Source: an optimization exercise on an open RTL-to-GDS flow (aim: small area, a short achievable clock period and few clock cycles). Production flows keep margins and buffers that such runs may drop.
In this exercise RTL edits were held to simulation tests only and were not proved equivalent to the original.

### design/flow/config.mk
export PLATFORM = sky130hd
export DESIGN_NAME = fp4_fft
export DESIGN_NICKNAME = fp4_fft
export VERILOG_FILES = /design/flow/design.v
export SDC_FILE = /design/flow/constraint.sdc
export NUM_CORES = 4
export LEC_CHECK = 0
export ABC_AREA = 1
export CAP_MARGIN = 20
export CORE_MARGIN = 2
export CORE_UTILIZATION = 40
export CTS_BUF_LIST = sky130_fd_sc_hd__clkbuf_8 sky130_fd_sc_hd__clkbuf_16
export CTS_CLUSTER_DIAMETER = 80
export CTS_CLUSTER_SIZE = 25
export SLEW_MARGIN = 20
export BUFFER_PORTS_ARGS = -buffer_cell sky130_fd_sc_hd__buf_4
export SETUP_SLACK_MARGIN = 15
### design/flow/constraint.sdc
create_clock -name core_clock -period 20.0 [get_ports {clk}]
set_input_delay 4.0000 -clock core_clock [delete_from_list [all_inputs] [get_ports {clk}]]
set_output_delay 4.0000 -clock core_clock [all_outputs]
set_load 0.01 [all_outputs]
### design/flow/design.v
module fp4_cmul_w(br, bi, widx, p_re, p_im);
  input [3:0] br;
  wire [3:0] br;
  input [3:0] bi;
  wire [3:0] bi;
  input [2:0] widx;
  wire [2:0] widx;
  output [3:0] p_re;
  wire [3:0] p_re;
  output [3:0] p_im;
  wire [3:0] p_im;
  wire _000_;
  wire _001_;
  wire _002_;
  wire _003_;
  wire _004_;
  wire _005_;
  wire _006_;
  wire _007_;
  wire _008_;
  wire _009_;
  wire _010_;
  wire _011_;
  wire _012_;
  wire _013_;
  wire _014_;
  wire _015_;
  wire _016_;
  wire _017_;
  wire _018_;
  wire _019_;
  wire _020_;
  wire _021_;
  wire _022_;
  wire _023_;
  wire _024_;
  wire _025_;
  wire _026_;
  wire _027_;
  wire _028_;
  wire _029_;
  wire _030_;
  wire _031_;
  wire _032_;
  wire _033_;
  wire _034_;
  wire _035_;
  wire _036_;
  wire _037_;
  wire _038_;
  wire _039_;
  wire _040_;
  wire _041_;
  wire _042_;
  wire _043_;
  wire _044_;
  wire _045_;
  wire _046_;
  wire _047_;
  wire _048_;
  wire _049_;
  wire _050_;
  wire _051_;
  wire _052_;
  wire _053_;
  wire _054_;
  wire _055_;
  wire _056_;
  wire _057_;
  wire _058_;
  wire _059_;
  wire _060_;
  wire _061_;
  wire _062_;
  wire _063_;
  wire _064_;
  wire _065_;
  wire _066_;
  wire _067_;
  wire _068_;
  wire _069_;
  wire _070_;
  wire _071_;
  wire _072_;
  wire _073_;
  wire _074_;
  wire _075_;
  wire _076_;
  wire _077_;
  wire _078_;
  wire _079_;
  wire _080_;
  wire _081_;
  wire _082_;
  wire _083_;
  wire _084_;
  wire _085_;
  wire _086_;
  wire _087_;
  wire _088_;
  wire _089_;
  wire _090_;
  wire _091_;
  wire _092_;
  wire _093_;
  wire _094_;
  wire _095_;
  wire _096_;
  wire _097_;
  wire _098_;
  wire _099_;
  wire _100_;
  wire _101_;
  wire _102_;
  wire _103_;
  wire _104_;
  wire _105_;
  wire _106_;
  wire _107_;
  wire _108_;
  wire _109_;
  wire _110_;
  wire _111_;
  wire _112_;
  wire _113_;
  wire _114_;
  wire _115_;
  wire _116_;
  wire _117_;
  wire _118_;
  wire _119_;
  wire _120_;
  wire _121_;
  wire _122_;
  wire _123_;
  wire _124_;
  wire _125_;
  wire _126_;
  wire _127_;
  wire _128_;
  wire _129_;
  wire _130_;
  wire _131_;
  wire _132_;
  wire _133_;
  wire _134_;
  wire _135_;
  wire _136_;
  wire _137_;
  wire _138_;
  wire _139_;
  wire _140_;
  wire _141_;
  wire _142_;
  wire _143_;
  wire _144_;
  wire _145_;
  wire _146_;
  wire _147_;
  wire _148_;
  wire _149_;
  wire _150_;
  wire _151_;
  wire _152_;
  wire _153_;
  wire _154_;
  wire _155_;
  wire _156_;
  wire _157_;
  wire _158_;
  wire _159_;
  wire _160_;
  wire _161_;
  wire _162_;
  wire _163_;
  wire _164_;
  wire _165_;
  wire _166_;
  wire _167_;
  wire _168_;
  wire _169_;
  wire _170_;
  wire _171_;
  wire _172_;
  wire _173_;
  wire _174_;
  wire _175_;
  wire _176_;
  wire _177_;
  wire _178_;
  wire _179_;
  wire _180_;
  wire _181_;
  wire _182_;
  wire _183_;
  wire _184_;
  wire _185_;
  wire _186_;
  wire _187_;
  wire _188_;
  wire _189_;
  wire _190_;
  wire _191_;
  wire _192_;
  wire _193_;
  wire _194_;
  wire _195_;
  wire _196_;
  wire _197_;
  wire _198_;
  wire _199_;
  wire _200_;
  wire _201_;
  wire _202_;
  wire _203_;
  wire _204_;
  wire _205_;
  wire _206_;
  wire _207_;
  wire _208_;
  wire _209_;
  wire _210_;
  wire _211_;
  wire _212_;
  wire _213_;
  wire _214_;
  wire _215_;
  wire _216_;
  wire _217_;
  wire _218_;
  wire _219_;
  wire _220_;
  wire _221_;
  wire _222_;
  wire _223_;
  wire _224_;
  wire _225_;
  wire _226_;
  wire _227_;
  wire _228_;
  wire _229_;
  wire _230_;
  wire _231_;
  wire _232_;
  wire _233_;
  wire _234_;
  wire _235_;
  wire _236_;
  wire _237_;
  wire _238_;
  wire _239_;
  wire _240_;
  wire _241_;
  wire _242_;
  wire _243_;
  wire _244_;
  wire _245_;
  wire _246_;
  wire _247_;
  wire _248_;
  wire _249_;
  wire _250_;
  wire _251_;
  wire _252_;
  wire _253_;
  wire _254_;
  wire _255_;
  wire _256_;
  wire _257_;
  wire _258_;
  wire _259_;
  wire _260_;
  wire _261_;
  wire _262_;
  wire _263_;
  wire _264_;
  wire _265_;
  wire _266_;
  wire _267_;
  wire _268_;
  wire _269_;
  wire _270_;
  wire _271_;
  wire _272_;
  wire _273_;
  wire _274_;
  wire _275_;
  wire _276_;
  wire _277_;
  wire _278_;
  wire _279_;
  wire _280_;
  wire _281_;
  wire _282_;
  wire _283_;
  wire _284_;
  wire _285_;
  wire _286_;
  wire _287_;
  wire _288_;
  wire _289_;
  wire _290_;
  wire _291_;
  wire _292_;
  wire _293_;
  wire _294_;
  wire _295_;
  wire _296_;
  wire _297_;
  wire _298_;
  wire _299_;
  wire [3:0] \a1.out ;
  wire [3:0] \a1.result ;
  wire [2:0] \a1.sig_l ;
  wire [2:0] \a1.sig_s ;
  wire [2:0] \a1.sig_s_unaligned ;
  wire \a1.sub ;
  wire [3:0] \m1.x ;
  wire [3:0] \m2.half ;
  wire [3:0] \m2.mhalf ;
  wire [3:0] \m2.x ;
  wire [3:0] \m3.half ;
  wire [3:0] \m3.x ;
  wire [3:0] \m4.half ;
  wire [3:0] \m4.x ;
  wire [3:0] \s1.out ;
  wire [3:0] \s1.result ;
  wire [2:0] \s1.sig_l ;
  wire [2:0] \s1.sig_s ;
  wire [2:0] \s1.sig_s_unaligned ;
  wire \s1.sub ;
  wire [2:0] \tw.idx ;
  assign _097_ = ~widx[2];
  assign _108_ = widx[1] & _097_;
  assign _119_ = _108_ & widx[0];
  assign _130_ = ~_119_;
  assign _141_ = ~widx[1];
  assign _152_ = _141_ & widx[2];
  assign _163_ = ~_152_;
  assign _174_ = _163_ & _130_;
  assign _183_ = ~widx[0];
  assign _194_ = _183_ & widx[1];
  assign _205_ = ~_194_;
  assign _216_ = _205_ & _174_;
  assign _226_ = _216_ & bi[1];
  assign _233_ = ~_226_;
  assign _234_ = _183_ & _141_;
  assign _235_ = ~_234_;
  assign _236_ = _235_ & bi[2];
  assign _237_ = ~_236_;
  assign _238_ = _237_ & _233_;
  assign _239_ = ~_238_;
  assign _240_ = _235_ & br[2];
  assign _241_ = ~_240_;
  assign _242_ = ~_174_;
  assign _243_ = _242_ & br[1];
  assign _244_ = ~_243_;
  assign _245_ = _244_ & _241_;
  assign _246_ = ~_245_;
  assign _247_ = _246_ & _239_;
  assign _248_ = ~_247_;
  assign _249_ = _235_ & br[1];
  assign _250_ = ~_249_;
  assign _251_ = _250_ & _174_;
  assign _252_ = ~_251_;
  assign _253_ = _252_ & br[2];
  assign _254_ = ~_253_;
  assign _255_ = ~_216_;
  assign _256_ = _235_ & bi[1];
  assign _257_ = ~_256_;
  assign _258_ = _257_ & _255_;
  assign _259_ = ~_258_;
  assign _260_ = _259_ & bi[2];
  assign _261_ = ~_260_;
  assign _262_ = _261_ & _254_;
  assign _263_ = _262_ & _248_;
  assign _264_ = ~_263_;
  assign _265_ = ~_262_;
  assign _266_ = _260_ & _253_;
  assign _267_ = ~_266_;
  assign _268_ = _267_ & _265_;
  assign _269_ = ~_268_;
  assign _270_ = _243_ & br[2];
  assign _271_ = ~_270_;
  assign _272_ = _216_ & bi[2];
  assign _273_ = _272_ & bi[1];
  assign _274_ = ~_273_;
  assign _275_ = _274_ & _271_;
  assign _276_ = _275_ & _269_;
  assign _277_ = ~_276_;
  assign _278_ = ~br[1];
  assign _279_ = _278_ & _183_;
  assign _280_ = ~_279_;
  assign _281_ = br[1] & widx[0];
  assign _282_ = ~_281_;
  assign _283_ = _282_ & bi[1];
  assign _284_ = _283_ & _280_;
  assign _285_ = ~_284_;
  assign _286_ = ~bi[1];
  assign _287_ = _281_ & _286_;
  assign _288_ = ~_287_;
  assign _289_ = _288_ & _285_;
  assign _290_ = _289_ & _247_;
  assign _291_ = ~_290_;
  assign _292_ = _242_ & br[0];
  assign _293_ = ~_292_;
  assign _294_ = _249_ & _245_;
  assign _295_ = ~_294_;
  assign _296_ = _295_ & _293_;
  assign _297_ = ~_296_;
  assign _298_ = _245_ & _238_;
  assign _299_ = _216_ & bi[0];
  assign _000_ = ~_299_;
  assign _001_ = _000_ & _257_;
  assign _002_ = ~_001_;
  assign _003_ = _002_ & _298_;
  assign _004_ = _003_ & _297_;
  assign _005_ = ~_004_;
  assign _006_ = _005_ & _291_;
  assign _007_ = ~_006_;
  assign _008_ = ~_272_;
  assign _009_ = _254_ & _239_;
  assign _010_ = ~_009_;
  assign _011_ = _010_ & _008_;
  assign _012_ = ~_011_;
  assign _013_ = _012_ & _000_;
  assign _014_ = ~_013_;
  assign _015_ = ~_003_;
  assign _016_ = _011_ & _015_;
  assign _017_ = _016_ & _296_;
  assign _018_ = ~_017_;
  assign _019_ = _018_ & _014_;
  assign _020_ = ~br[3];
  assign _021_ = _020_ & bi[3];
  assign _022_ = ~_021_;
  assign _023_ = ~bi[3];
  assign _024_ = br[3] & _023_;
  assign _025_ = ~_024_;
  assign _026_ = _025_ & _022_;
  assign _027_ = ~_026_;
  assign _028_ = _027_ & _019_;
  assign _029_ = ~_028_;
  assign _030_ = ~_019_;
  assign _031_ = _026_ & _030_;
  assign _032_ = ~_031_;
  assign _033_ = _032_ & _029_;
  assign _034_ = ~_033_;
  assign _035_ = _034_ & _007_;
  assign _036_ = ~_035_;
  assign _037_ = _036_ & _277_;
  assign _038_ = ~_037_;
  assign _039_ = _038_ & _247_;
  assign _040_ = ~_275_;
  assign _041_ = _026_ & _040_;
  assign _042_ = ~_041_;
  assign _043_ = _027_ & _275_;
  assign _044_ = ~_043_;
  assign _045_ = _044_ & _042_;
  assign _046_ = _045_ & _039_;
  assign _047_ = ~_046_;
  assign _048_ = _047_ & _264_;
  assign _049_ = ~_048_;
  assign _050_ = _030_ & _007_;
  assign _051_ = ~_050_;
  assign _052_ = _019_ & _006_;
  assign _053_ = ~_052_;
  assign _054_ = _053_ & _051_;
  assign _055_ = ~_054_;
  assign _056_ = _055_ & _298_;
  assign _057_ = ~_056_;
  assign _058_ = _057_ & _049_;
  assign p_im[2] = ~_058_;
  assign _059_ = _298_ & _262_;
  assign _060_ = _059_ & _036_;
  assign _061_ = ~_060_;
  assign _062_ = _061_ & _047_;
  assign _063_ = ~_062_;
  assign _064_ = _063_ & _054_;
  assign _065_ = ~_064_;
  assign _066_ = _262_ & _247_;
  assign _067_ = ~_066_;
  assign _068_ = _067_ & _065_;
  assign _069_ = _035_ & _040_;
  assign _070_ = ~_069_;
  assign _071_ = _037_ & _275_;
  assign _072_ = ~_071_;
  assign _073_ = _072_ & _070_;
  assign p_im[1] = _073_ & _068_;
  assign _074_ = ~_039_;
  assign _075_ = ~_059_;
  assign _076_ = _075_ & _055_;
  assign p_im[0] = _076_ & _074_;
  assign _077_ = _242_ & bi[1];
  assign _078_ = ~_077_;
  assign _079_ = _257_ & _174_;
  assign _080_ = _079_ & _236_;
  assign _081_ = ~_080_;
  assign _082_ = _081_ & _078_;
  assign _083_ = ~_082_;
  assign _084_ = _216_ & br[1];
  assign _085_ = ~_084_;
  assign _086_ = _085_ & _241_;
  assign _087_ = ~_086_;
  assign _088_ = ~_079_;
  assign _089_ = _088_ & bi[2];
  assign _090_ = ~_089_;
  assign _091_ = _090_ & _087_;
  assign _092_ = ~_091_;
  assign _093_ = _216_ & br[2];
  assign _094_ = ~_093_;
  assign _095_ = _094_ & _092_;
  assign _096_ = _095_ & _083_;
  assign _098_ = ~_096_;
  assign _099_ = ~_095_;
  assign _100_ = _250_ & _255_;
  assign _101_ = ~_100_;
  assign _102_ = _101_ & _085_;
  assign _103_ = ~_102_;
  assign _104_ = _103_ & _099_;
  assign _105_ = ~_104_;
  assign _106_ = _105_ & _098_;
  assign _107_ = _090_ & _082_;
  assign _109_ = _216_ & br[0];
  assign _110_ = ~_109_;
  assign _111_ = _086_ & _249_;
  assign _112_ = ~_111_;
  assign _113_ = _112_ & _110_;
  assign _114_ = ~_113_;
  assign _115_ = _087_ & _082_;
  assign _116_ = ~_289_;
  assign _117_ = _089_ & _116_;
  assign _118_ = _117_ & _115_;
  assign _120_ = ~_118_;
  assign _121_ = ~_115_;
  assign _122_ = _101_ & br[2];
  assign _123_ = ~_122_;
  assign _124_ = _123_ & _090_;
  assign _125_ = _124_ & _121_;
  assign _126_ = _125_ & _098_;
  assign _127_ = ~_126_;
  assign _128_ = _127_ & _120_;
  assign _129_ = ~_128_;
  assign _131_ = _129_ & _114_;
  assign _132_ = _242_ & bi[0];
  assign _133_ = ~_132_;
  assign _134_ = _107_ & _256_;
  assign _135_ = ~_134_;
  assign _136_ = _135_ & _133_;
  assign _137_ = ~_136_;
  assign _138_ = _137_ & _131_;
  assign _139_ = ~_138_;
  assign _140_ = _139_ & _107_;
  assign _142_ = ~_140_;
  assign _143_ = _142_ & _026_;
  assign _144_ = ~_143_;
  assign _145_ = ~_107_;
  assign _146_ = _087_ & _289_;
  assign _147_ = _146_ & _145_;
  assign _148_ = _113_ & _099_;
  assign _149_ = ~_148_;
  assign _150_ = ~_131_;
  assign _151_ = _150_ & _095_;
  assign _153_ = _151_ & _136_;
  assign _154_ = ~_153_;
  assign _155_ = _154_ & _149_;
  assign _156_ = _155_ & _147_;
  assign _157_ = ~_156_;
  assign _158_ = ~_147_;
  assign _159_ = ~_155_;
  assign _160_ = _159_ & _158_;
  assign _161_ = ~_160_;
  assign _162_ = _161_ & _157_;
  assign _164_ = _162_ & _139_;
  assign _165_ = ~_164_;
  assign _166_ = _165_ & _144_;
  assign _167_ = ~_166_;
  assign _168_ = _159_ & _026_;
  assign _169_ = ~_168_;
  assign _170_ = _169_ & _147_;
  assign _171_ = _170_ & _167_;
  assign _172_ = ~_171_;
  assign _173_ = _172_ & _128_;
  assign _175_ = ~_173_;
  assign _176_ = _175_ & _167_;
  assign _177_ = ~_176_;
  assign _178_ = _177_ & _106_;
  assign _179_ = ~_178_;
  assign _180_ = ~_106_;
  assign _181_ = _175_ & _180_;
  assign _182_ = ~_181_;
  assign p_re[1] = _182_ & _179_;
  assign p_re[0] = _173_ & _162_;
  assign _184_ = ~p_re[1];
  assign _185_ = ~_124_;
  assign _186_ = _144_ & _106_;
  assign _187_ = ~_186_;
  assign _188_ = _143_ & _180_;
  assign _189_ = ~_188_;
  assign _190_ = _189_ & _187_;
  assign _191_ = ~_190_;
  assign _192_ = _191_ & _175_;
  assign _193_ = ~_192_;
  assign _195_ = _193_ & _185_;
  assign _196_ = ~_195_;
  assign _197_ = _191_ & _124_;
  assign _198_ = _197_ & _176_;
  assign _199_ = ~_198_;
  assign _200_ = _199_ & _196_;
  assign _201_ = _200_ & _184_;
  assign _202_ = ~_201_;
  assign _203_ = ~_151_;
  assign _204_ = _203_ & _020_;
  assign _206_ = ~_204_;
  assign _207_ = _235_ & _023_;
  assign _208_ = ~_207_;
  assign _209_ = _234_ & bi[3];
  assign _210_ = ~_209_;
  assign _211_ = _210_ & _208_;
  assign _212_ = ~_211_;
  assign _213_ = _212_ & _151_;
  assign _214_ = ~_213_;
  assign _215_ = _214_ & _206_;
  assign p_re[3] = _215_ & _202_;
  assign _217_ = ~_068_;
  assign _218_ = _217_ & _058_;
  assign _219_ = ~_218_;
  assign _220_ = ~_016_;
  assign _221_ = _220_ & _023_;
  assign _222_ = ~_221_;
  assign _223_ = _235_ & br[3];
  assign _224_ = ~_223_;
  assign _225_ = _234_ & _020_;
  assign _227_ = ~_225_;
  assign _228_ = _227_ & _224_;
  assign _229_ = ~_228_;
  assign _230_ = _229_ & _016_;
  assign _231_ = ~_230_;
  assign _232_ = _231_ & _222_;
  assign p_im[3] = _232_ & _219_;
  assign p_re[2] = ~_200_;
  assign \s1.sub  = 1'h1;
  assign \s1.out  = p_re;
  assign \s1.sig_l [2] = 1'h0;
  assign \s1.sig_s_unaligned [2] = 1'h0;
  assign \s1.sig_s [2] = 1'h0;
  assign \s1.result  = p_re;
  assign \m4.x  = bi;
  assign \m4.half [2:0] = \m2.half [2:0];
  assign \m3.x  = br;
  assign \m3.half [3] = 1'hx;
  assign \a1.result  = p_im;
  assign \a1.sig_s [2] = 1'h0;
  assign \a1.sig_s_unaligned [2] = 1'h0;
  assign \m2.x  = bi;
  assign \m2.half [3] = 1'hx;
  assign \m2.mhalf [2:0] = \m2.half [2:0];
  assign \a1.sig_l [2] = 1'h0;
  assign \m1.x  = br;
  assign \tw.idx  = widx;
  assign \a1.out  = p_im;
  assign \a1.sub  = 1'h0;
endmodule
module fp4_cmul_w2(br, bi, w, p_re, p_im);
  input [3:0] br;
  wire [3:0] br;
  input [3:0] bi;
  wire [3:0] bi;
  input [1:0] w;
  wire [1:0] w;
  output [3:0] p_re;
  wire [3:0] p_re;
  output [3:0] p_im;
  wire [3:0] p_im;
  wire _000_;
  wire _001_;
  wire _002_;
  wire _003_;
  wire _004_;
  wire _005_;
  wire _006_;
  wire _007_;
  wire _008_;
  wire _009_;
  wire _010_;
  wire _011_;
  wire _012_;
  wire _013_;
  wire _014_;
  wire _015_;
  wire _016_;
  wire _017_;
  wire _018_;
  wire _019_;
  wire _020_;
  wire _021_;
  wire _022_;
  wire _023_;
  wire _024_;
  wire _025_;
  wire _026_;
  wire _027_;
  wire _028_;
  wire _029_;
  wire _030_;
  wire _031_;
  wire _032_;
  wire _033_;
  wire _034_;
  wire _035_;
  wire _036_;
  wire _037_;
  wire _038_;
  wire _039_;
  wire _040_;
  wire _041_;
  wire _042_;
  wire _043_;
  wire _044_;
  wire _045_;
  wire _046_;
  wire _047_;
  wire _048_;
  wire _049_;
  wire _050_;
  wire _051_;
  wire _052_;
  wire _053_;
  wire _054_;
  wire _055_;
  wire _056_;
  wire _057_;
  wire _058_;
  wire _059_;
  wire _060_;
  wire _061_;
  wire _062_;
  wire _063_;
  wire _064_;
  wire _065_;
  wire _066_;
  wire _067_;
  wire _068_;
  wire _069_;
  wire _070_;
  wire _071_;
  wire _072_;
  wire _073_;
  wire _074_;
  wire _075_;
  wire _076_;
  wire _077_;
  wire _078_;
  wire _079_;
  wire _080_;
  wire _081_;
  wire _082_;
  wire _083_;
  wire _084_;
  wire _085_;
  wire _086_;
  wire _087_;
  wire _088_;
  wire _089_;
  wire _090_;
  wire _091_;
  wire _092_;
  wire _093_;
  wire _094_;
  wire _095_;
  wire _096_;
  wire _097_;
  wire _098_;
  wire _099_;
  wire _100_;
  wire _101_;
  wire _102_;
  wire _103_;
  wire _104_;
  wire _105_;
  wire _106_;
  wire _107_;
  wire _108_;
  wire _109_;
  wire _110_;
  wire _111_;
  wire _112_;
  wire _113_;
  wire _114_;
  wire _115_;
  wire _116_;
  wire _117_;
  wire _118_;
  wire _119_;
  wire _120_;
  wire _121_;
  wire _122_;
  wire _123_;
  wire _124_;
  wire _125_;
  wire _126_;
  wire _127_;
  wire _128_;
  wire _129_;
  wire _130_;
  wire _131_;
  wire _132_;
  wire _133_;
  wire _134_;
  wire _135_;
  wire _136_;
  wire _137_;
  wire _138_;
  wire _139_;
  wire _140_;
  wire _141_;
  wire _142_;
  wire _143_;
  wire _144_;
  wire _145_;
  wire _146_;
  wire _147_;
  wire _148_;
  wire _149_;
  wire _150_;
  wire [3:0] \u.a1.out ;
  wire [3:0] \u.a1.result ;
  wire [2:0] \u.a1.sig_l ;
  wire [2:0] \u.a1.sig_s ;
  wire [2:0] \u.a1.sig_s_unaligned ;
  wire \u.a1.sub ;
  wire [3:0] \u.bi ;
  wire [3:0] \u.br ;
  wire [3:0] \u.m1.x ;
  wire [3:0] \u.m2.half ;
  wire [3:0] \u.m2.mhalf ;
  wire [3:0] \u.m2.x ;
  wire [3:0] \u.m3.half ;
  wire [3:0] \u.m3.x ;
  wire [3:0] \u.m4.half ;
  wire [3:0] \u.m4.x ;
  wire [3:0] \u.p_im ;
  wire [3:0] \u.p_re ;
  wire [3:0] \u.s1.out ;
  wire [3:0] \u.s1.result ;
  wire [2:0] \u.s1.sig_l ;
  wire [2:0] \u.s1.sig_s ;
  wire [2:0] \u.s1.sig_s_unaligned ;
  wire \u.s1.sub ;
  wire [2:0] \u.tw.idx ;
  wire [2:0] \u.widx ;
  assign _072_ = ~bi[2];
  assign _073_ = _072_ & br[2];
  assign _074_ = br[1] & w[0];
  assign _075_ = _074_ & _073_;
  assign _076_ = ~_075_;
  assign _077_ = ~br[2];
  assign _078_ = bi[2] & _077_;
  assign _079_ = bi[1] & w[0];
  assign _080_ = _079_ & _078_;
  assign _081_ = ~_080_;
  assign _082_ = _081_ & _076_;
  assign _083_ = ~w[0];
  assign _084_ = ~w[1];
  assign _085_ = _084_ & _083_;
  assign _086_ = ~_085_;
  assign _087_ = _086_ & _072_;
  assign _088_ = ~_087_;
  assign _089_ = w[1] & _083_;
  assign _090_ = ~_089_;
  assign _091_ = _090_ & _077_;
  assign _092_ = ~_091_;
  assign _093_ = _092_ & _088_;
  assign _094_ = ~_093_;
  assign _095_ = _094_ & _082_;
  assign _096_ = ~_095_;
  assign _097_ = ~_073_;
  assign _098_ = ~_078_;
  assign _099_ = _098_ & _097_;
  assign _100_ = ~bi[3];
  assign _101_ = _100_ & br[3];
  assign _102_ = ~_101_;
  assign _103_ = ~br[3];
  assign _104_ = bi[3] & _103_;
  assign _105_ = ~_104_;
  assign _106_ = _105_ & _102_;
  assign _107_ = ~_106_;
  assign _108_ = _107_ & _099_;
  assign _109_ = _108_ & w[0];
  assign _110_ = ~_109_;
  assign _111_ = _110_ & _096_;
  assign _112_ = ~_111_;
  assign _113_ = ~_108_;
  assign _114_ = _113_ & w[0];
  assign _115_ = bi[1] & br[1];
  assign _116_ = ~_115_;
  assign _117_ = _116_ & _099_;
  assign _118_ = ~_117_;
  assign _119_ = _118_ & _114_;
  assign _120_ = ~_119_;
  assign _121_ = _085_ & br[1];
  assign _122_ = ~_121_;
  assign _123_ = _089_ & bi[1];
  assign _124_ = ~_123_;
  assign _125_ = _124_ & _122_;
  assign _126_ = _125_ & _120_;
  assign _127_ = ~_074_;
  assign _128_ = ~_079_;
  assign _129_ = _128_ & _127_;
  assign _130_ = ~_129_;
  assign _131_ = _130_ & _117_;
  assign _132_ = ~_131_;
  assign _133_ = _085_ & br[0];
  assign _134_ = ~_133_;
  assign _135_ = _089_ & bi[0];
  assign _136_ = ~_135_;
  assign _137_ = _136_ & _134_;
  assign _138_ = _137_ & _132_;
  assign _139_ = ~_138_;
  assign _140_ = _139_ & _095_;
  assign _141_ = _140_ & _126_;
  assign _142_ = ~_141_;
  assign _143_ = _142_ & _112_;
  assign p_re[2] = ~_143_;
  assign _144_ = _139_ & _112_;
  assign _145_ = ~_144_;
  assign _146_ = ~_126_;
  assign _147_ = _146_ & _082_;
  assign _148_ = ~_147_;
  assign _149_ = _148_ & _145_;
  assign p_re[1] = ~_149_;
  assign _150_ = _126_ & _112_;
  assign _000_ = ~_150_;
  assign p_re[0] = _000_ & _139_;
  assign _001_ = ~_114_;
  assign _002_ = _072_ & _084_;
  assign _003_ = ~_002_;
  assign _004_ = _077_ & w[1];
  assign _005_ = ~_004_;
  assign _006_ = _005_ & _003_;
  assign _007_ = _006_ & _001_;
  assign _008_ = ~_007_;
  assign _009_ = _008_ & _082_;
  assign _010_ = _089_ & br[0];
  assign _011_ = ~_010_;
  assign _012_ = _085_ & bi[0];
  assign _013_ = ~_012_;
  assign _014_ = _013_ & _011_;
  assign _015_ = _014_ & _132_;
  assign _016_ = ~_015_;
  assign _017_ = ~br[1];
  assign _018_ = _086_ & _017_;
  assign _019_ = ~_018_;
  assign _020_ = ~bi[1];
  assign _021_ = _090_ & _020_;
  assign _022_ = ~_021_;
  assign _023_ = _022_ & _019_;
  assign _024_ = ~_023_;
  assign _025_ = bi[2] & br[2];
  assign _026_ = ~_025_;
  assign _027_ = _026_ & _024_;
  assign _028_ = _027_ & _016_;
  assign _029_ = ~_028_;
  assign _030_ = _029_ & _009_;
  assign p_im[2] = ~_030_;
  assign _031_ = ~_099_;
  assign _032_ = _031_ & w[0];
  assign _033_ = ~_032_;
  assign _034_ = _033_ & _015_;
  assign _035_ = ~_034_;
  assign _036_ = _035_ & _009_;
  assign _037_ = ~_036_;
  assign _038_ = _023_ & _001_;
  assign _039_ = ~_038_;
  assign _040_ = _039_ & _037_;
  assign p_im[1] = ~_040_;
  assign _041_ = _024_ & _009_;
  assign _042_ = ~_041_;
  assign p_im[0] = _042_ & _016_;
  assign _043_ = _033_ & _128_;
  assign _044_ = ~_043_;
  assign _045_ = _044_ & _097_;
  assign _046_ = ~_045_;
  assign _047_ = _046_ & _103_;
  assign _048_ = ~_047_;
  assign _049_ = _048_ & _090_;
  assign _050_ = ~_049_;
  assign _051_ = _089_ & _100_;
  assign _052_ = ~_051_;
  assign _053_ = _052_ & _050_;
  assign _054_ = ~_053_;
  assign _055_ = _045_ & _100_;
  assign _056_ = ~_055_;
  assign _057_ = _150_ & _138_;
  assign _058_ = ~_057_;
  assign _059_ = _058_ & _056_;
  assign p_re[3] = _059_ & _054_;
  assign _060_ = _046_ & _086_;
  assign _061_ = ~_060_;
  assign _062_ = _061_ & bi[3];
  assign _063_ = ~_062_;
  assign _064_ = _103_ & _083_;
  assign _065_ = ~_064_;
  assign _066_ = _065_ & _050_;
  assign _067_ = ~_066_;
  assign _068_ = _067_ & _063_;
  assign _069_ = ~_068_;
  assign _070_ = _040_ & _009_;
  assign _071_ = ~_070_;
  assign p_im[3] = _071_ & _069_;
  assign \u.s1.sig_l [2] = 1'h0;
  assign \u.s1.sig_s_unaligned [2] = 1'h0;
  assign \u.s1.sig_s [2] = 1'h0;
  assign \u.m2.x  = bi;
  assign \u.m2.half [3] = 1'hx;
  assign \u.m2.mhalf [2:0] = \u.m2.half [2:0];
  assign \u.s1.result  = p_re;
  assign \u.m3.half [3] = 1'hx;
  assign \u.m3.x  = br;
  assign \u.s1.out  = p_re;
  assign \u.m1.x  = br;
  assign \u.s1.sub  = 1'h1;
  assign \u.m4.half [2:0] = \u.m2.half [2:0];
  assign \u.m4.x  = bi;
  assign \u.tw.idx  = { w, 1'h0 };
  assign \u.p_im  = p_im;
  assign \u.p_re  = p_re;
  assign \u.widx  = { w, 1'h0 };
  assign \u.bi  = bi;
  assign \u.br  = br;
  assign \u.a1.result  = p_im;
  assign \u.a1.sig_s [2] = 1'h0;
  assign \u.a1.sig_s_unaligned [2] = 1'h0;
  assign \u.a1.sig_l [2] = 1'h0;
  assign \u.a1.out  = p_im;
  assign \u.a1.sub  = 1'h0;
endmodule
module fp4_addsub2(a, p, x, y);
  input [3:0] a;
  wire [3:0] a;
  input [3:0] p;
  wire [3:0] p;
  output [3:0] x;
  wire [3:0] x;
  output [3:0] y;
  wire [3:0] y;
  wire _000_;
  wire _001_;
  wire _002_;
  wire _003_;
  wire _004_;
  wire _005_;
  wire _006_;
  wire _007_;
  wire _008_;
  wire _009_;
  wire _010_;
  wire _011_;
  wire _012_;
  wire _013_;
  wire _014_;
  wire _015_;
  wire _016_;
  wire _017_;
  wire _018_;
  wire _019_;
  wire _020_;
  wire _021_;
  wire _022_;
  wire _023_;
  wire _024_;
  wire _025_;
  wire _026_;
  wire _027_;
  wire _028_;
  wire _029_;
  wire _030_;
  wire _031_;
  wire _032_;
  wire _033_;
  wire _034_;
  wire _035_;
  wire _036_;
  wire _037_;
  wire _038_;
  wire _039_;
  wire _040_;
  wire _041_;
  wire _042_;
  wire _043_;
  wire _044_;
  wire _045_;
  wire _046_;
  wire _047_;
  wire _048_;
  wire _049_;
  wire _050_;
  wire _051_;
  wire _052_;
  wire _053_;
  wire _054_;
  wire _055_;
  wire _056_;
  wire _057_;
  wire _058_;
  wire _059_;
  wire _060_;
  wire _061_;
  wire _062_;
  wire _063_;
  wire _064_;
  wire _065_;
  wire _066_;
  wire _067_;
  wire _068_;
  wire _069_;
  wire _070_;
  wire _071_;
  wire _072_;
  wire _073_;
  wire _074_;
  wire _075_;
  wire _076_;
  wire _077_;
  wire _078_;
  wire _079_;
  wire _080_;
  wire _081_;
  wire _082_;
  wire _083_;
  wire _084_;
  wire _085_;
  wire _086_;
  wire _087_;
  wire _088_;
  wire _089_;
  wire _090_;
  wire _091_;
  wire _092_;
  wire _093_;
  wire _094_;
  wire _095_;
  wire _096_;
  wire _097_;
  wire _098_;
  wire _099_;
  wire _100_;
  wire _101_;
  wire _102_;
  wire _103_;
  wire _104_;
  wire _105_;
  wire _106_;
  wire _107_;
  wire _108_;
  wire _109_;
  wire _110_;
  wire _111_;
  wire _112_;
  wire _113_;
  wire _114_;
  wire _115_;
  wire _116_;
  wire _117_;
  wire _118_;
  wire _119_;
  wire _120_;
  wire _121_;
  wire _122_;
  wire _123_;
  wire _124_;
  wire _125_;
  wire _126_;
  wire _127_;
  wire _128_;
  wire _129_;
  wire _130_;
  wire _131_;
  wire _132_;
  wire _133_;
  wire _134_;
  wire _135_;
  wire _136_;
  wire _137_;
  wire _138_;
  wire _139_;
  wire _140_;
  wire _141_;
  wire _142_;
  wire _143_;
  wire _144_;
  wire _145_;
  wire _146_;
  wire _147_;
  wire _148_;
  wire _149_;
  wire _150_;
  wire _151_;
  wire _152_;
  wire [2:0] \u_d.x ;
  wire [2:0] \u_d.y ;
  wire [2:0] \u_s.x ;
  wire [2:0] \u_s.y ;
  wire [2:0] xm;
  wire [2:0] ym;
  assign _064_ = ~a[0];
  assign _072_ = a[1] & p[1];
  assign _073_ = ~_072_;
  assign _074_ = ~p[1];
  assign _075_ = ~a[1];
  assign _076_ = _075_ & _074_;
  assign _077_ = ~_076_;
  assign _078_ = _077_ & _073_;
  assign _079_ = ~_078_;
  assign _080_ = _079_ & a[2];
  assign _081_ = ~_080_;
  assign _082_ = ~p[2];
  assign _083_ = a[1] & _082_;
  assign _084_ = ~_083_;
  assign _085_ = _084_ & _081_;
  assign _086_ = ~_085_;
  assign _087_ = _086_ & _064_;
  assign _088_ = ~_087_;
  assign _089_ = ~p[0];
  assign _090_ = _089_ & _074_;
  assign _091_ = ~_090_;
  assign _092_ = _074_ & _082_;
  assign _093_ = ~_092_;
  assign _094_ = _093_ & _091_;
  assign _095_ = ~_094_;
  assign _096_ = a[2] & _082_;
  assign _097_ = ~_096_;
  assign _098_ = _097_ & _075_;
  assign _099_ = _098_ & _095_;
  assign _100_ = ~_099_;
  assign _101_ = p[0] & p[1];
  assign _102_ = ~_101_;
  assign _103_ = a[1] & a[0];
  assign _104_ = ~_103_;
  assign _105_ = _104_ & _102_;
  assign _106_ = ~_105_;
  assign _107_ = a[2] & p[2];
  assign _108_ = _107_ & _106_;
  assign _109_ = ~_108_;
  assign _110_ = ~a[2];
  assign _111_ = _110_ & p[1];
  assign _112_ = _111_ & _089_;
  assign _113_ = ~_112_;
  assign _114_ = _113_ & _109_;
  assign _115_ = _114_ & _100_;
  assign _116_ = _115_ & _088_;
  assign _117_ = _091_ & _110_;
  assign _118_ = ~_117_;
  assign _119_ = a[0] & _082_;
  assign _120_ = ~_119_;
  assign _121_ = ~_107_;
  assign _122_ = _121_ & _084_;
  assign _123_ = _122_ & _120_;
  assign _124_ = _123_ & _118_;
  assign _125_ = ~_124_;
  assign _126_ = _110_ & _082_;
  assign _127_ = ~_126_;
  assign _128_ = _127_ & _121_;
  assign _129_ = _127_ & _072_;
  assign _130_ = ~_129_;
  assign _131_ = _110_ & _075_;
  assign _132_ = ~_131_;
  assign _133_ = _132_ & _093_;
  assign _134_ = _133_ & _130_;
  assign _135_ = _134_ & _128_;
  assign _136_ = _135_ & _125_;
  assign _137_ = ~_136_;
  assign _138_ = _137_ & _116_;
  assign _139_ = ~p[3];
  assign _140_ = ~a[3];
  assign _141_ = _140_ & _139_;
  assign _142_ = ~_141_;
  assign _143_ = a[3] & p[3];
  assign _144_ = ~_143_;
  assign _145_ = _144_ & _142_;
  assign _146_ = ~_145_;
  assign _147_ = _146_ & _134_;
  assign _148_ = ~_147_;
  assign y[0] = _148_ & _138_;
  assign _149_ = ~_128_;
  assign _150_ = _149_ & _073_;
  assign _151_ = ~_150_;
  assign _152_ = _128_ & _077_;
  assign _000_ = ~_152_;
  assign _001_ = _000_ & _151_;
  assign _002_ = ~_001_;
  assign _003_ = _125_ & _109_;
  assign _004_ = _003_ & _002_;
  assign _005_ = _004_ & _145_;
  assign _006_ = ~_005_;
  assign _007_ = _116_ & _107_;
  assign _008_ = ~_007_;
  assign _009_ = p[0] & a[0];
  assign _010_ = ~_009_;
  assign _011_ = _089_ & _064_;
  assign _012_ = ~_011_;
  assign _013_ = _012_ & _010_;
  assign _014_ = ~_013_;
  assign _015_ = _149_ & _079_;
  assign _016_ = _015_ & _014_;
  assign _017_ = ~_016_;
  assign _018_ = _017_ & _002_;
  assign _019_ = _018_ & _137_;
  assign _020_ = _019_ & _008_;
  assign _021_ = _020_ & _146_;
  assign _022_ = ~_021_;
  assign _023_ = _022_ & _006_;
  assign y[1] = ~_023_;
  assign _024_ = _145_ & _134_;
  assign _025_ = ~_024_;
  assign x[0] = _025_ & _138_;
  assign _026_ = ~_004_;
  assign _027_ = _026_ & _146_;
  assign _028_ = ~_027_;
  assign _029_ = ~_020_;
  assign _030_ = _029_ & _145_;
  assign _031_ = ~_030_;
  assign x[1] = _031_ & _028_;
  assign _032_ = _127_ & _125_;
  assign _033_ = ~_032_;
  assign _034_ = _033_ & _077_;
  assign _035_ = ~_034_;
  assign _036_ = _107_ & _076_;
  assign _037_ = ~_036_;
  assign _038_ = _037_ & _017_;
  assign _039_ = _038_ & _035_;
  assign _040_ = ~_039_;
  assign _041_ = _040_ & _025_;
  assign _042_ = ~_041_;
  assign _043_ = _145_ & _108_;
  assign _044_ = ~_043_;
  assign y[2] = _044_ & _042_;
  assign _045_ = ~y[2];
  assign _046_ = _045_ & _023_;
  assign _047_ = ~_046_;
  assign _048_ = _091_ & _075_;
  assign _049_ = ~_048_;
  assign _050_ = _149_ & _102_;
  assign _051_ = _050_ & _049_;
  assign _052_ = ~_051_;
  assign _053_ = _052_ & _097_;
  assign _054_ = ~_053_;
  assign _055_ = _054_ & _140_;
  assign _056_ = ~_055_;
  assign _057_ = _053_ & p[3];
  assign _058_ = ~_057_;
  assign _059_ = _058_ & _056_;
  assign y[3] = _059_ & _047_;
  assign _060_ = _040_ & _148_;
  assign _061_ = ~_060_;
  assign _062_ = _146_ & _108_;
  assign _063_ = ~_062_;
  assign x[2] = _063_ & _061_;
  assign _065_ = ~x[1];
  assign _066_ = ~x[2];
  assign _067_ = _066_ & _065_;
  assign _068_ = ~_067_;
  assign _069_ = _053_ & _139_;
  assign _070_ = ~_069_;
  assign _071_ = _070_ & _056_;
  assign x[3] = _071_ & _068_;
  assign \u_s.y  = p[2:0];
  assign \u_s.x  = a[2:0];
  assign \u_d.y  = p[2:0];
  assign \u_d.x  = a[2:0];
  assign ym = y[2:0];
  assign xm = x[2:0];
endmodule
module fp4_butterfly(
    input [7:0] A,
    input [7:0] B,
    input [2:0] widx,
    output [7:0] X,
    output [7:0] Y
);
    wire [3:0] p_re, p_im;
    fp4_cmul_w cm (.br(B[7:4]), .bi(B[3:0]), .widx(widx), .p_re(p_re), .p_im(p_im));
    fp4_addsub2 xr (.a(A[7:4]), .p(p_re), .x(X[7:4]), .y(Y[7:4]));
    fp4_addsub2 xi (.a(A[3:0]), .p(p_im), .x(X[3:0]), .y(Y[3:0]));
endmodule
module fp4_butterfly_w2(
    input [7:0] A,
    input [7:0] B,
    input [1:0] w,
    output [7:0] X,
    output [7:0] Y
);
    wire [3:0] p_re, p_im;
    fp4_cmul_w2 cm (.br(B[7:4]), .bi(B[3:0]), .w(w), .p_re(p_re), .p_im(p_im));
    fp4_addsub2 xr (.a(A[7:4]), .p(p_re), .x(X[7:4]), .y(Y[7:4]));
    fp4_addsub2 xi (.a(A[3:0]), .p(p_im), .x(X[3:0]), .y(Y[3:0]));
endmodule
module fp4_z(
    input [3:0] x,
    output [3:0] y
);
    wire sub = (x[2:1] == 2'b00);
    assign y = {x[3] & (x[2:0] != 3'b000), x[2] | (sub & x[0]), x[1] | (sub & x[0]), x[0] & ~sub};
endmodule
module fp4_butterfly_w0(
    input [7:0] A,
    input [7:0] B,
    output [7:0] X,
    output [7:0] Y
);
    wire [3:0] p_re, p_im;
    fp4_z zr (.x(B[7:4]), .y(p_re));
    fp4_z zi (.x(B[3:0]), .y(p_im));
    fp4_addsub2 xr (.a(A[7:4]), .p(p_re), .x(X[7:4]), .y(Y[7:4]));
    fp4_addsub2 xi (.a(A[3:0]), .p(p_im), .x(X[3:0]), .y(Y[3:0]));
endmodule
module fp4_butterfly_w08(
    input [7:0] A,
    input [7:0] B,
    input w8,
    output [7:0] X,
    output [7:0] Y
);
    wire [3:0] zr, zi;
    fp4_z u_r (.x(B[7:4]), .y(zr));
    fp4_z u_i (.x(B[3:0]), .y(zi));
    wire [3:0] p_re = w8 ? {zi[3] ^ (zi != 4'h0), zi[2:0]} : zr;
    wire [3:0] p_im = w8 ? zr : zi;
    fp4_addsub2 xr (.a(A[7:4]), .p(p_re), .x(X[7:4]), .y(Y[7:4]));
    fp4_addsub2 xi (.a(A[3:0]), .p(p_im), .x(X[3:0]), .y(Y[3:0]));
endmodule
module sdf_stage #(
    parameter D = 8
)(
    input wire clk,
    input wire en,
    input wire phase,
    input wire [7:0] s_in,
    input wire [7:0] X,
    input wire [7:0] Y,
    output wire [7:0] A,
    output wire [7:0] s_out
);
    reg [8*D-1:0] dl;  
    assign A = dl[8*D-1 -: 8];
    generate
        if (D == 1) begin : g1
            always @(posedge clk)
                if (en) dl <= phase ? Y : s_in;
        end else begin : gn
            always @(posedge clk)
                if (en) dl <= {dl[8*(D-1)-1:0], phase ? Y : s_in};
        end
    endgenerate
    assign s_out = phase ? X : A;
endmodule
module fp4_fft #(
    parameter MAX_N = 32,
    parameter ADDR_WIDTH = $clog2(MAX_N)
)(
    input wire clk,
    input wire rst,
    input wire start,
    input wire [ADDR_WIDTH-1:0] N,  
    output reg done,
    output reg error,
    input wire [7:0] data_in,  
    input wire data_in_valid,  
    output reg [7:0] data_out,  
    output reg data_out_valid,  
    output reg fft_ready  
);
    reg n16, n8;
    always @(posedge clk) begin
        n16 <= (N == 5'd16);
        n8 <= (N == 5'd8);
    end
    wire [3:0] mask = n16 ? 4'hf : n8 ? 4'h7 : 4'h3;
    function [14:0] stage_ctl;
        input [3:0] x;
        input m16, m8;
        reg [3:0] l0, l1, l2, l3, l4, l5, cm, r;
        reg hi4;
        begin
            l0 = x - 4'd1;
            l1 = x - 4'd9;
            l2 = x - 4'd14;
            l3 = x - 4'd1;
            l4 = x - 4'd2;
            l5 = x - 4'd9;
            hi4 = m16 ? l4[3] : m8 ? l4[2] : l4[1];
            cm = x & (m16 ? 4'hf : m8 ? 4'h7 : 4'h3);
            r = m16 ? 4'd11 : m8 ? 4'd7 : 4'd1;
            stage_ctl[14] = m16 & l0[3];
            stage_ctl[13] = (m16 | m8) & l1[2];
            stage_ctl[12] = l2[1];
            stage_ctl[11] = l3[0];
            stage_ctl[10] = m16 & l1[3];
            stage_ctl[9:8] = m16 ? {l2[2], l2[3]} : m8 ? {l2[2], 1'b0} : 2'b00;
            stage_ctl[7:5] = m16 ? {l3[1], l3[2], l3[3]} : m8 ? {l3[1], l3[2], 1'b0} : {l3[1], 2'b00};
            stage_ctl[4] = hi4 & ~l4[0];
            stage_ctl[3] = m16 & l5[2] & ~l5[1];
            stage_ctl[2] = (cm >= r);
            stage_ctl[1] = (cm == r - 4'd1);
            stage_ctl[0] = 1'b0;
        end
    endfunction
    reg in_frame;  
    reg [3:0] c;  
    reg [5:0] fv;  
    reg en;  
    reg [14:0] ctl;  
    wire start_now = data_in_valid & ~in_frame & fft_ready;
    wire adv = in_frame ? data_in_valid : 1'b1;
    wire [3:0] cur = start_now ? 4'd0 : c;
    wire last = in_frame & data_in_valid & ((c & mask) == mask);
    wire wrap = adv & ((cur & mask) == mask);
    wire in_frame_n = start_now | (in_frame & ~last);
    wire [3:0] c_n = adv ? cur + 4'd1 : c;
    wire last_slot = ((c & mask) == mask);
    wire wrap_next = (((c + 4'd1) & mask) == 4'd0);
    wire [14:0] ctl_inc = stage_ctl(c + 4'd1, n16, n8);
    wire [14:0] ctl_one = stage_ctl(4'd1, N == 5'd16, N == 5'd8);
    always @(posedge clk)
        ctl <= ~adv ? ctl : start_now ? ctl_one : ctl_inc;
    wire ph8 = ctl[14], ph4 = ctl[13], ph2 = ctl[12], ph1 = ctl[11];
    wire k4 = ctl[10];
    wire [1:0] k2 = ctl[9:8];
    wire [2:0] k1 = ctl[7:5];
    wire cond1 = ctl[4], cond2 = ctl[3];
    wire out_v = n16 ? (ctl[2] ? fv[0] : fv[1]) : n8 ? (ctl[2] ? fv[1] : fv[2]) : (ctl[2] ? fv[4] : fv[5]);
    wire [5:0] keep = n16 ? 6'b000011 : n8 ? 6'b000111 : 6'b111111;
    always @(posedge clk or negedge rst) begin
        if (!rst) begin
            in_frame <= 1'b0;
            c <= 4'hf;  
            fv <= 6'b000000;
            en <= 1'b0;
        end else begin
            in_frame <= in_frame_n;
            c <= c_n;
            en <= adv;
            if (wrap)
                fv <= {fv[4:0], in_frame} & keep;
            else if (en & ctl[1]) begin
                if (n16) fv[1] <= 1'b0;
                else if (n8) fv[2] <= 1'b0;
                else fv[5] <= 1'b0;
            end
        end
    end
    reg [7:0] in_reg, o4, o2;
    wire [7:0] s8, s4, s2, s1;
    wire [7:0] a8, a4, a2, a1, x8, y8, x4, y4, x2, y2, x1, y1;
    wire [7:0] b4 = s8;
    wire [7:0] b2 = o4;
    fp4_butterfly_w0 bf8 (.A(a8), .B(in_reg), .X(x8), .Y(y8));
    fp4_butterfly_w08 bf4 (.A(a4), .B(b4), .w8(k4), .X(x4), .Y(y4));
    fp4_butterfly_w2 bf2 (.A(a2), .B(b2), .w(k2), .X(x2), .Y(y2));
    fp4_butterfly bf1 (.A(a1), .B(o2), .widx(k1), .X(x1), .Y(y1));
    sdf_stage #(.D(8)) st8 (.clk(clk), .en(en), .phase(ph8), .s_in(in_reg),
                            .X(x8), .Y(y8), .A(a8), .s_out(s8));
    sdf_stage #(.D(4)) st4 (.clk(clk), .en(en), .phase(ph4), .s_in(b4),
                            .X(x4), .Y(y4), .A(a4), .s_out(s4));
    sdf_stage #(.D(2)) st2 (.clk(clk), .en(en), .phase(ph2), .s_in(b2),
                            .X(x2), .Y(y2), .A(a2), .s_out(s2));
    sdf_stage #(.D(1)) st1 (.clk(clk), .en(en), .phase(ph1), .s_in(o2),
                            .X(x1), .Y(y1), .A(a1), .s_out(s1));
    reg [55:0] rv1;
    reg [15:0] rv2;
    wire [7:0] tap1 = n16 ? rv1[55:48] : n8 ? rv1[23:16] : rv1[7:0];
    wire [7:0] q1 = cond1 ? s1 : tap1;
    wire [7:0] q2 = cond2 ? q1 : rv2[15:8];
    always @(posedge clk) begin
        in_reg <= data_in;
        data_out <= q2;
    end
    always @(posedge clk) begin
        fft_ready <= in_frame ? (data_in_valid & last_slot) : (~(data_in_valid & fft_ready) & wrap_next);
        done <= last;
        error <= start & ((N == 5'd0) | ((N & (N - 5'd1)) != 5'd0));
        data_out_valid <= en & out_v;
    end
    always @(posedge clk) begin
        if (en) begin
            o4 <= s4;
            o2 <= s2;
            rv1 <= {rv1[47:0], cond1 ? tap1 : s1};
            rv2 <= {rv2[7:0], cond2 ? rv2[15:8] : q1};
        end
    end
endmodule
### design/flow/flow/run.sh
#!/bin/bash
set -e
echo "export BUFFER_PORTS_ARGS = -buffer_cell sky130_fd_sc_hd__buf_4" >> "$FLOW_CONFIG"
echo "export SETUP_SLACK_MARGIN = 15" >> "$FLOW_CONFIG"
bash standard.sh > standard_flow.log 2>&1
### design/flow/standard.sh
#!/bin/bash
# synth_recipe.tcl (not shown) runs the flow's synth.tcl, then flattens the netlist and writes it again
# the make line also repeats each setting of config.mk as NAME=value (left out here)
make -C /OpenROAD-flow-scripts/flow DESIGN_CONFIG=/design/flow/config.mk WORK_HOME=/design/flow/orfs CLKGATE_MAP_FILE= SYNTH_SCRIPT=/design/flow/synth_recipe.tcl "${@:-finish}"
==> metrics.yaml, run 1 <==
final_layout:
  largest_register_ffs: 64
  area_growth_pct: 8.802
  layout_common_cells: "364 x nand2_1, 221 x edfxtp_1, 188 x inv_1, 104 x nor2_1, 104 x o21ai_0"
  layout.nets: 1581
  fin_util_pct: 44.40
  final_cells: 1969
  antenna_cells: 0
  layout_commonest_cell: "nand2_1"
  drive_gt1_share_pct: 10.98
  regMostFlops: "st8.dl"
  finalInstanceArea_um2: 14920
  biggestRegsByFlops: "st8.dl: 64 flops, rv1: 56 flops, st4.dl: 32 flops"
global_routing:
  grt_max_degree: 80
  grt_pass1_vias: 9555
  grt_pass1_wl_um: 46760
  grt_util_all_layers_pct: 15.63
  antenna_found_initial: 0
  grt_overflow_total: 0
clock_network:
  tritoncts: "done"
  clkTransAtPathRegs_ns: 0.10
  hold_buffers: 0
  numCtsBuffers: 15
  clock-sinks: 255
  cts-root-buf: "clkbuf_16"
  clock_latency_ns: 0.49
  clockBufferDepth: 3
  ctsHtreeMaxLevel: 1
sta:
  hold_ws_ns: 0.4188
  maxSlewViolCount: 0
  fin_skew_ns: 0.02327
  max_freq_mhz: 201.2
  finalCritPeriodShare_pct: 24.85
  hold_violations: 0
  worst_slew_pin_slew_ns: 0.9697
  tns_ns: 0
  rsz0062_at_grt: "no"
  min_period_ns: 4.970
  setup_violations: 0
  slew_headroom_pct: 35.35
die:
  coreArea_um2: 33620
  fp.dieW_um: 189.2
  fp.dieH_um: 189.2
  start_util_pct: 40.80
  fp-row-count: 67
  dieArea_um2: 35790
  io-pin-count: 29
detailed_routing:
  vias_per_cell: 5.087
  routed_wl_um: 27810
  drt_pass1_iterations: 5
  route.vias.total: 10020
  wire_per_inst_um: 14.12
  antenna_left: 0
  drt_iter0_drc: 577
  route.detailed.drc: 0
synth:
  syn_area_per_cell_um2: 9.256
  ys_types: 67
  ys_async_sr_fraction_pct: 4.706
  synthCells: 1482
  ys_seq_area_share_pct: 53.82
  synth_warnings: 5
  synthFlopType: "edfxtp_1"
  syn-cell-area_um2: 13720
  syn-num-nets: 1550
  ys_ff_latch: 255
  synth_edf_count: 221
critical_path:
  cp.arrival_ns: 0.97
  crit_chain: "buf_6"
  critPathLaunchType: "register"
  critPathTopFamily: "flip-flops"
  crit_type: "reg2out"
  crit_required_ns: 16.00
  critPathCaptureType: "output pin"
  cp_max_fo: 2
  critPathMaxStageDelay_ns: 0.36
  crit_buf_inv: 1
  cpMaxStageDelayCell: "dfxtp_4"
placement:
  dp.cells: 1943
  numPortBuffers: 28
  place_area_um2: 14450
  gp_congestion: 0.8772
  place_hpwl_um: 19730
run_status:
  status: "no timing/DRC/antenna violations"
flow_run:
  cap_violations: 0
min_path:
  min_path_type: "reg2reg"
## path summary, 6_finish.rpt
path / slack (ns) / depth (start not counted) / endpoint / startpoint
setup reg to reg: 15.66 / 29 / rv1[7] / ctl[5]
hold reg to reg: 0.42 / 0 / st8.dl[40] / st8.dl[32]
max in group asynchronous: 16.43 / 1 / c[2] / rst
min in group asynchronous: 3.33 / 1 / en / rst
setup / recovery: 15.03 / 1 / fft_ready / fft_ready
hold / removal: 0.42 / 0 / st8.dl[40] / st8.dl[32]
## layout make-up
class / instances / area [um2]
clock buffer: 16 / 389.1
clock inverter: 9 / 75.07
fill: 3194 / 18690
inverter: 204 / 770.7
multi-input combinational: 1003 / 5480
sequential: 255 / 7390
tap: 448 / 560.5
timing repair buffer: 34 / 259.0
## cells by family (layout without fill, tap and decap cells)
family / count (synthesis) / in the layout / share of synthesized area, %
fa+ha+maj: 51 / 51 / 4.652
flops: 255 / 255 / 53.82
buf+inv: 224 / 263 / 6.540
simple gates: 642 / 642 / 20.98
mux: 2 / 2 / 0.1460
compound gates: 291 / 291 / 12.64
xor+xnor: 17 / 17 / 1.222
## per-layer routing
metal	share of wire (%)	global-route usage, %	wire, um
met1	47	21.40	13150
met2	47	26.53	13120
met3	3.6	1.798	994
met4	1.9	3.786	539
met5	0	0	0
## cell usage after synthesis (16+ instances only)
| master | instances | area [um2] |
|---|---|---|
| a21oi_1 | 62 | 310.3 |
| dfxtp_1 | 22 | 440.4 |
| edfxtp_1 | 221 | 6636 |
| ha_1 | 51 | 638.1 |
| inv_1 | 184 | 690.7 |
| nand2_1 | 366 | 1374 |
| nand2_2 | 32 | 200.2 |
| nand3_1 | 64 | 320.3 |
| nor2_1 | 106 | 397.9 |
| o21ai_0 | 106 | 530.5 |
| o21ai_1 | 25 | 125.1 |
| o22ai_1 | 16 | 100.1 |
## metrics by stage
step | worst slack (ns)
2_1_floorplan | 14.96
3_3_place_gp | 14.66
3_5_place_dp | 14.63
4_1_cts | 15.02
5_1_grt | 15.00
6_report | 15.03
## worst reg2reg max path: cells and delay by family, from the launching register on
kind                     cells  cell delay (ns)
flip-flops                   1             0.33
adder cells (fa/ha/maj)      1             0.32
buffers and inverters        4             0.76
AO/OA/AOI/OAI                3             0.48
AND/OR/NAND/NOR             20             2.13
XOR/XNOR                     1             0.20
## what timing repair did
item | 4_1_cts | 5_1_grt
setup endpoints to repair | 1 | 0
resized for setup | 3 | 0
hold endpoints to repair | 0 | 0
setup buffers | 1 | 0
Testbench counts, summed over its fixed seeds: cycles 5,344.
==> run 2, diff against run 1 <==
--- a/design/flow/config.mk
+++ b/design/flow/config.mk
@@ -10,7 +10,7 @@
 export CORE_MARGIN = 2
 export CORE_UTILIZATION = 40
-export CTS_BUF_LIST = sky130_fd_sc_hd__clkbuf_8 sky130_fd_sc_hd__clkbuf_16
-export CTS_CLUSTER_DIAMETER = 80
-export CTS_CLUSTER_SIZE = 25
+export CTS_BUF_LIST = sky130_fd_sc_hd__clkbuf_16
+export CTS_CLUSTER_DIAMETER = 60
+export CTS_CLUSTER_SIZE = 30
 export SLEW_MARGIN = 20
 export BUFFER_PORTS_ARGS = -buffer_cell sky130_fd_sc_hd__buf_4
==> run 2 against run 1 <==
Synthesized cell count unchanged. Global-route usage grew 0.20 points. Worst hold slack worse by 0.012 ns. First-iteration DRC count grew 4.3%. Die area did not move. Final cell count up 0.86%. Clock skew decreased by 0.0076 ns.
==> metrics.yaml, run 2 <==
synth:
  ys_ff_latch: 255  # unchanged
  syn-cell-area_um2: 13720  # unchanged
  yosysMostFrequentCell: "nand2_1"
  syn-num-nets: 1550  # unchanged
  ys_async_sr_fraction_pct: 4.706  # unchanged
  synth.top_cell.area_share_pct: 48.38  # unchanged
  synthFlopType: "edfxtp_1"
  synth_edf_count: 221  # unchanged
  ys_types: 67  # unchanged
  syn_area_per_cell_um2: 9.256  # unchanged
  yosys-top-cells-count: "366 x nand2_1, 221 x edfxtp_1, 184 x inv_1, 106 x nor2_1, 106 x o21ai_0"
  yosys.area.top_type: "edfxtp_1"
  synthTopCellsByArea: "edfxtp_1 48%, nand2_1 10%, inv_1 5.0%"
  synth_warnings: 5  # unchanged
  ys_seq_area_share_pct: 53.82  # unchanged
  synthCells: 1482  # unchanged
critical_path:
  critPathCaptureType: "output pin"
  cp.arrival_ns: 1.00  # +0.03 ns
  crit_cells: 1  # unchanged
  crit_buf_inv: 1  # unchanged
  critPathTopFamily: "flip-flops"
  cp_max_fo: 2  # unchanged
  critPathMaxStageDelay_ns: 0.35  # about the same
  r2r_cells: 29  # unchanged
  crit_chain: "buf_6"
  critPathLaunch: "fft_ready"
  crit_type: "reg2out"
  cpMaxStageDelayCell: "dfxtp_4"
  reg2reg_from: "ctl[5]"
  r2r_slack_ns: 15.65  # about the same
  critPathLaunchType: "register"
  crit_required_ns: 16.00  # about the same
final_layout:
  biggestRegsByFlops: "st8.dl: 64 flops, rv1: 56 flops, st4.dl: 32 flops"
  drive_gt1_share_pct: 12.61  # +1.6 points
  area_growth_pct: 11.72
  final_cells: 1986  # +0.86%
  layout.nets: 1589  # +0.51%
  antenna_cells: 0  # unchanged
  largest_register_ffs: 64  # unchanged
  regMostFlops: "st8.dl"
  fin_util_pct: 45.59  # +1.2 points
  layout_commonest_cell: "nand2_1"
  layout_common_cells: "364 x nand2_1, 221 x edfxtp_1, 185 x inv_1, 104 x nor2_1, 104 x o21ai_0"
  fillerInstances: 3149  # -1.4%
placement:
  place_hpwl_um: 19730  # unchanged
  gp_congestion: 0.8772  # unchanged
  dp.cells: 1943  # unchanged
  preCtsSetupSlack_ns: 14.63  # unchanged
  numPortBuffers: 28  # unchanged
die:
  start_util_pct: 40.80  # unchanged
  io-pin-count: 29  # unchanged
  coreArea_um2: 33620  # unchanged
  fp-row-count: 67  # unchanged
  dieArea_um2: 35790  # unchanged
  fp.dieW_um: 189.2  # unchanged
  fp.dieH_um: 189.2  # unchanged
clock_network:
  numCtsBuffers: 23  # +8
  clock_latency_ns: 0.54  # +0.05 ns
  clockBufferDepth: 3  # unchanged
  tritoncts: "done"
  ctsHtreeMaxLevel: 1  # unchanged
  cts-root-buf: "clkbuf_16"
  clock-sinks: 255  # unchanged
  clkTransAtPathRegs_ns: 0.08  # -0.02 ns
detailed_routing:
  vias_per_cell: 5.073  # -0.28%
  drt_iter0_drc: 602  # +4.3%
  route.detailed.drc: 0  # unchanged
  route.vias.total: 10080  # +0.58%
  routed_wl_um: 28020  # +0.75%
  wire_per_inst_um: 14.11  # -0.11%
  antenna_left: 0  # unchanged
  drt_pass1_iterations: 5  # unchanged
global_routing:
  grt_pass1_vias: 9625  # +0.73%
  grt_overflow_total: 0  # unchanged
  grt_max_degree: 80  # unchanged
  antenna_found_initial: 0  # unchanged
  grt_pass1_wl_um: 47190  # +0.92%
  grt_util_all_layers_pct: 15.83  # +0.20 points
sta:
  setup_violations: 0  # unchanged
  finalCritPeriodShare_pct: 24.99  # +0.14 points
  fin_skew_ns: 0.01568  # -0.007599 ns
  min_period_ns: 4.998  # +0.02800 ns
  tns_ns: 0  # unchanged
  setup_ws_ns: 15.00  # -0.02800 ns
  hold_violations: 0  # unchanged
  slew_headroom_pct: 34.54  # -0.81 points
  maxSlewViolCount: 0  # unchanged
  worst_slew_pin_slew_ns: 0.9819  # +0.01217 ns
  rsz0062_at_grt: "yes"
  max_freq_mhz: 200.1  # -0.56%
min_path:
  hold_start: "st8.dl[47]"
  min_path_type: "reg2reg"
  holdPathStages: 0  # unchanged
run_status:
  status: "no timing/DRC/antenna violations"
flow_run:
  cap_violations: 0  # unchanged
-- run 2: what timing repair did --
action | CTS | global route
endpoints found under the setup margin | 5 | 11
gates resized for setup | 9 | 12
hold buffers | 0 | 0
setup buffers | 1 | 0
-- run 2: cell families after synthesis --
group / after synthesis / share of synthesized area (%)
and+or+nand+nor: 642 / 20.98
AOI/OAI and AO/OA: 291 / 12.64
DFF: 255 / 53.82
buffers and inverters: 224 / 6.540
adders and majority gates: 51 / 4.652
xor gates and xnor gates: 17 / 1.222
muxes: 2 / 0.1460
-- run 2: final timing paths --
check,endpoint
max reg2reg,rv2[7]
min reg2reg,st8.dl[55]
max,fft_ready
min,st8.dl[55]
min in group asynchronous,fv[5]
max in group asynchronous,c[3]
-- run 2: final cells by class --
class,count,area (um2),share of cell area [%]
timing repair buffer,34,296.5,1.935
clock inverter,19,241.5,1.576
tap,448,560.5,3.658
multi-input combinational,1003,5480,35.76
inverter,204,770.7,5.029
clock buffer,23,575.6,3.756
sequential,255,7400,48.29
-- run 2: stage by stage --
stage	cell area (um2)	hold WS, ns
2_1_floorplan	13760	0.4003
3_3_place_gp	14450	0.4011
3_5_place_dp	14450	0.4045
4_1_cts	15290	0.4073
5_1_grt	15320	0.4152
6_report	15320	0.4064
-- run 2: layer usage --
layer	track usage, %	vias to the layer above	wire [um]
li1	-	5133	-
met1	21.56	4708	13240
met2	26.68	196	13310
met3	2.280	38	963
met4	3.756	0	505
met5	0	-	0

==> static timing again, ports no longer ideal <==
No port has a modelled driver above. Below, the same layouts with a new extraction and two added sets of constraints. Step 1: set_driving_cell puts a clkbuf_16 on clk and a buf_2 on each other input, an assumption about the parent block. Step 2 adds t to the input delays and takes it off the output delays; t is the mean of the earliest and latest rising clock arrival at the registers after step 1. Input paths then give back, and output paths get back, about the clock's delay inside the block. Slacks: no drivers / after step 1 / after step 2; pairs: no drivers / after step 1.
run	shift t [ns]	setup WS [ns]	cell pins on the clock port's net
run 1	0.534	15.031 / 14.981 / 14.631	1
run 2	0.581	15.003 / 14.953 / 14.618	1
After both steps setup and hold are still met in every run listed. For run 1, which loses most, drivers alone change the setup slack by -0.050 ns; drivers and shift together by -0.400 ns.
